Background: an optimization exercise with open tools, aiming at small area. Do not read the settings as production practice.
RTL that was checked went through simulation tests only; none was proved equivalent to the original.
No driver is modelled on the clock port, so clock power and skew are understated where the tree is cut down; a real chip needs a root buffer or a tree.
Power figures rest on the tool's default switching activity, not on a simulated workload.

Setup of build 35:
==> flow/design.v <==
module vending_machine(input CLK,
		       input RESET,
		       input RELOAD,
		       input CARD_IN,
		       input [3:0] ITEM_CODE,
		       input KEY_PRESS,
		       input VALID_TRAN,
		       input DOOR_OPEN,
		       output reg VEND,
		       output reg INVALID_SEL,
		       output reg [2:0] COST,
		       output reg FAILED_TRAN
		       );
   localparam [2:0] IDLE = 3'd0, RELOADING = 3'd3, CODE1 = 3'd5, CODE2 = 3'd4, TRANSACT = 3'd6, VENDING = 3'd2, RESETTING = 3'd1;
   reg [2:0] st;
   reg 	     flag;    
   reg [2:0] tm;      
   reg 	     det;     
   reg 	     n1;      
   reg [3:0] num2;    
   reg [79:0] cnt;    
   reg 	      allz;   
   wire tmo   = tm[2] & ~tm[1];
   wire first = ~tm[2] & ~tm[0];
   wire [2:0] tm_inc = tmo ? tm : {tm[1], tm[0], ~tm[2]};
   wire s_c1 = (st == CODE1);
   wire s_c2 = (st == CODE2);
   wire s_tr = (st == TRANSACT);
   wire s_vd = (st == VENDING);
   wire b3 = num2[3], b2 = num2[2], b1 = num2[1];
   wire [2:0] cost;
   assign cost[2] = n1 & (b3 | b2 | b1);
   assign cost[1] = n1 ? (b3 | ~(b2 | b1)) : (b3 | b2);
   assign cost[0] = n1 ? (~(b3 | b2 | b1) | (b2 & b1)) : (b3 | ~b2);
   wire [19:0] dsel, empty;
   wire vsel = s_vd & first;
   wire zsel_item;
   wire [3:0] lo;
   wire [5:0] hi;
   assign lo[0] = ~num2[1] & ~num2[0];
   assign lo[1] = ~num2[1] &  num2[0];
   assign lo[2] =  num2[1] & ~num2[0];
   assign lo[3] =  num2[1] &  num2[0];
   assign hi[0] = ~n1 & ~num2[3] & ~num2[2];
   assign hi[1] = ~n1 & ~num2[3] &  num2[2];
   assign hi[2] = ~n1 &  num2[3] & ~num2[2] & ~num2[1];
   assign hi[3] =  n1 & ~num2[3] & ~num2[2];
   assign hi[4] =  n1 & ~num2[3] &  num2[2];
   assign hi[5] =  n1 &  num2[3] & ~num2[2] & ~num2[1];
   wire [5:0] hv = hi & {6{vsel}};
   wire [5:0] zg;
   genvar i;
   generate
      for (i = 0; i < 20; i = i + 1) begin : dec
	 assign dsel[i] = hv[(i / 10) * 3 + (i % 10) / 4] & lo[(i % 10) % 4];
      end
   endgenerate
   assign zg[0] = empty[num2[1:0]];
   assign zg[1] = empty[4 + num2[1:0]];
   assign zg[2] = num2[0] ? empty[9] : empty[8];
   assign zg[3] = empty[10 + num2[1:0]];
   assign zg[4] = empty[14 + num2[1:0]];
   assign zg[5] = num2[0] ? empty[19] : empty[18];
   assign zsel_item = |(hi & zg);
   wire zsel = allz | zsel_item;
   wire inv2 = (num2[3] & (num2[2] | num2[1])) | zsel;
   wire bad1 = (ITEM_CODE[3:1] != 3'd0);
   wire invalid = det | inv2;
   always @(*) begin
      VEND = 1'b0;
      INVALID_SEL = 1'b0;
      FAILED_TRAN = 1'b0;
      COST = 3'd0;
      if (s_c1 | s_c2)
	INVALID_SEL = ~KEY_PRESS & tmo;
      if (s_tr) begin
	 INVALID_SEL = invalid;
	 FAILED_TRAN = ~invalid & ~VALID_TRAN & tmo;
	 if (~invalid & (VALID_TRAN | ~tmo))
	   COST = cost;
      end
      if (s_vd) begin
	 VEND = DOOR_OPEN | ~tmo;
	 COST = cost;
      end
   end
   reg [2:0] nst;
   reg 	     stay;
   always @(*) begin
      nst = IDLE;
      stay = 1'b0;
      case (st)
	IDLE: nst = RELOAD ? RELOADING : (CARD_IN ? CODE1 : IDLE);
	RELOADING: nst = RELOAD ? RELOADING : IDLE;
	CODE1: begin
	   stay = ~flag & (KEY_PRESS | ~tmo);
	   nst = flag ? CODE2 : (stay ? CODE1 : IDLE);
	end
	CODE2: begin
	   stay = ~flag & (KEY_PRESS | ~tmo);
	   nst = flag ? TRANSACT : (stay ? CODE2 : IDLE);
	end
	TRANSACT: begin
	   stay = ~invalid & ~VALID_TRAN & ~tmo;
	   nst = (invalid | (tmo & ~VALID_TRAN)) ? IDLE : (VALID_TRAN ? VENDING : TRANSACT);
	end
	VENDING: begin
	   stay = DOOR_OPEN | (~flag & ~tmo);
	   nst = stay ? VENDING : IDLE;
	end
	default: nst = IDLE;
      endcase
   end
   always @(posedge CLK) begin
      st <= RESET ? RESETTING : nst;
      tm <= stay ? tm_inc : 3'b000;
      flag <= stay & (flag | ((s_c1 | s_c2) & KEY_PRESS) | (s_vd & DOOR_OPEN));
      det <= (s_c1 & (det | (KEY_PRESS & bad1))) | (s_c2 & (det | (flag & inv2)));
      if (s_c1 & KEY_PRESS)
	n1 <= ITEM_CODE[0];
      if (s_c2 & KEY_PRESS)
	num2 <= ITEM_CODE;
   end
   wire clr = (st == RESETTING);
   wire rld = st[1] & st[0];    
   always @(posedge CLK)
     allz <= clr | (allz & ~rld);
   genvar gi;
   generate
      for (gi = 0; gi < 20; gi = gi + 1) begin : stock
	 wire [3:0] d;
	 stock_next u (.q(cnt[4*gi +: 4]), .sel(dsel[gi]), .rld(rld), .d(d), .empty(empty[gi]));
	 always @(posedge CLK)
	   cnt[4*gi +: 4] <= d;
      end
   endgenerate
endmodule
module stock_next(input [3:0] q, input sel, input rld, output [3:0] d, output empty);
   wire hold = ~(sel | rld);
   assign d[3] = (hold & q[3]) | (sel & q[2]) | rld;
   assign d[2] = (hold & q[2]) | (sel & q[1]);
   assign d[1] = (hold & q[1]) | (sel & q[0]);
   assign d[0] = (hold & q[0]) | (sel & ~(q[0] & q[3]));
   assign empty = ~(q[0] | q[3]);
endmodule
==> flow/config.mk <==
export PLATFORM = sky130hd
export DESIGN_NAME = vending_machine
export DESIGN_NICKNAME = vending_machine
export VERILOG_FILES = /design/flow/design.v
export SDC_FILE = /design/flow/constraint.sdc
export NUM_CORES = 4
export LEC_CHECK = 0
export CAP_MARGIN = 20
export CORE_MARGIN = 2
export CORE_UTILIZATION = 80
export GPL_TIMING_DRIVEN = 0
export SLEW_MARGIN = 20
==> flow/constraint.sdc <==
create_clock -name core_clock -period 10.0 [get_ports {CLK}]
set_input_delay 2.0000 -clock core_clock [delete_from_list [all_inputs] [get_ports {CLK}]]
set_output_delay 2.0000 -clock core_clock [all_outputs]
set_load 0.01 [all_outputs]
standard.sh (not shown) runs the stock make flow with config.mk's settings and CLKGATE_MAP_FILE= SYNTH_SCRIPT=/design/flow/synth_recipe.tcl, a recipe that flattens the netlist after the stock synthesis.
==> flow/flow/run.sh <==
#!/bin/bash
# Own layout flow: the standard flow (standard.sh), with
#  - synthesis by synth_recipe.tcl with an area-oriented ABC script (flow/abc_proc.tcl),
#  - port buffers of the smallest buffer cell,
#  - a small clock tree built by flow/clock_buf.tcl in place of clock_tree_synthesis.
set -euo pipefail
W=$PWD
export MY_ABC_SCRIPT=$W/flow/abc_area.script
export BUFFER_PORTS_ARGS="-buffer_cell sky130_fd_sc_hd__buf_1"
export PRE_CTS_TCL=$W/flow/clock_buf.tcl
export CLOCK_BUF_CELL=sky130_fd_sc_hd__clkbuf_16
export CLOCK_BUF_COUNT=${CLOCK_BUF_COUNT:-3}
export CLOCK_ROOT_CELL=
cat flow/abc_proc.tcl synth_recipe.tcl > my_synth.tcl
sed "s|SYNTH_SCRIPT=[^ ]*|SYNTH_SCRIPT=$W/my_synth.tcl|" standard.sh > my_standard.sh
grep -q "SYNTH_SCRIPT=$W/my_synth.tcl" my_standard.sh
bash my_standard.sh synth > synth.log 2>&1
bash my_standard.sh > layout.log 2>&1
Other scripts of this flow, unchanged in this note and not shown: flow/flow/abc_area.script, flow/flow/abc_proc.tcl, flow/flow/clock_buf.tcl
> inputs changed (build 35 -> build 13)
-- flow/design.v --
<<< build 35, line 12
		       output reg FAILED_TRAN
		       );
   localparam [2:0] IDLE = 3'd0, RELOADING = 3'd3, CODE1 = 3'd5, CODE2 = 3'd4, TRANSACT = 3'd6, VENDING = 3'd2, RESETTING = 3'd1;
   reg [2:0] st;
   reg 	     flag;    
>>> build 13, line 12
		       output reg FAILED_TRAN
		       );
   localparam [2:0] IDLE = 3'd0, RESETTING = 3'd1, VENDING = 3'd2, RELOADING = 3'd3,
		    CODE2 = 3'd4, CODE1 = 3'd5, TRANSACT = 3'd6;
   reg [2:0] st;
   reg 	     flag;    
Findings:
Build 13 completed every stage of the flow, and the final layout passed the timing, design-rule and antenna checks. Build 13 -> build 35: first-pass iteration count of the detailed router delta 0, exact match. As far as total wire length goes, build 13 and build 35 are indistinguishable; the numbers are identical. On setup slack, build 13 and build 35 are neck and neck. Between build 35 and build 13, the post-route fraction of the period consumed by the critical path does not differ in any meaningful way. Re final standard cell utilization of the core: no difference whatsoever between build 13 and build 35. Comparing build 13 with build 35, the final area came out essentially unchanged.
No run of this note takes its clock network from TritonCTS; it comes from the design's own scripts or RTL.

---

Starts from the design.v that is shown in full above.
export LEC_CHECK = 0
export CAP_MARGIN = 0
export CORE_MARGIN = 2
export CORE_UTILIZATION = 80
export SLEW_MARGIN = 0
create_clock -name core_clock -period 10.0 [get_ports {CLK}]
Scripts as last shown in full above: flow/flow/run.sh
Other scripts of this flow, unchanged in this note and not shown: flow/flow/abc_area.script, flow/flow/abc_proc.tcl, flow/flow/clock_buf.tcl
Edit:
--- a/flow/design.v
+++ b/flow/design.v
@@ -8,13 +8,14 @@
 		       input DOOR_OPEN,
 		       output reg VEND,
 		       output reg INVALID_SEL,
 		       output reg [2:0] COST,
 		       output reg FAILED_TRAN
 		       );
-   localparam [2:0] IDLE = 3'd0, RELOADING = 3'd3, CODE1 = 3'd5, CODE2 = 3'd4, TRANSACT = 3'd6, VENDING = 3'd2, RESETTING = 3'd1;
+   localparam [2:0] IDLE = 3'd0, RELOADING = 3'd1, CODE1 = 3'd2, CODE2 = 3'd3,
+		    TRANSACT = 3'd4, VENDING = 3'd5, RESETTING = 3'd6;
    reg [2:0] st;
    reg 	     flag;    
    reg [2:0] tm;      
    reg 	     det;     
    reg 	     n1;      
    reg [3:0] num2;    
@@ -119,13 +120,13 @@
       if (s_c1 & KEY_PRESS)
 	n1 <= ITEM_CODE[0];
       if (s_c2 & KEY_PRESS)
 	num2 <= ITEM_CODE;
    end
    wire clr = (st == RESETTING);
-   wire rld = st[1] & st[0];    
+   wire rld = (st == RELOADING);
    always @(posedge CLK)
      allz <= clr | (allz & ~rld);
    genvar gi;
    generate
       for (gi = 0; gi < 20; gi = gi + 1) begin : stock
 	 wire [3:0] d;
Setup slack got worse by 0.16 ns.
Via count climbs by 1.4%.
Utilization goes down by 3.9 points.
Fmax falls by 3.2%.
Wire length is about the same.
Flip-flop and latch count is unchanged.
Total power came out lower by 5.5%.
Sequential power goes down by about 4%.
Clock skew rose by 0.0063 ns.
No functional check of the RTL was part of the second run of this note. No run of this note takes its clock network from TritonCTS; it comes from the design's own scripts or RTL.

-- what the ideal ports hide --
The results above use ideal ports. As a check the final layouts listed here were re-extracted and re-timed, cells and wires unchanged. Step 1 assumes that a clkbuf_16 drives the clock port and a buf_2 every other input. Step 2 times the ports against the registers' clock, not the clock port: input delays grow and output delays shrink by t, the midpoint of the rising clock arrivals with the driver on. a / b / c = ideal / step 1 / step 2; a / b = the first two.
run | t (ns) | setup slack, ns | latest minus earliest clock arrival (ns)
build 35 | 0.223 | 4.822 / 4.764 / 4.987 | 0.015 / 0.014
build 13 | 0.223 | 4.822 / 4.764 / 4.987 | 0.015 / 0.014
the first run of note 2 | 0.226 | 5.012 / 4.952 / 5.081 | 0.014 / 0.013
the second run of note 2 | 0.226 | 4.850 / 4.786 / 5.013 | 0.019 / 0.019
After both steps every run listed still meets setup and hold.
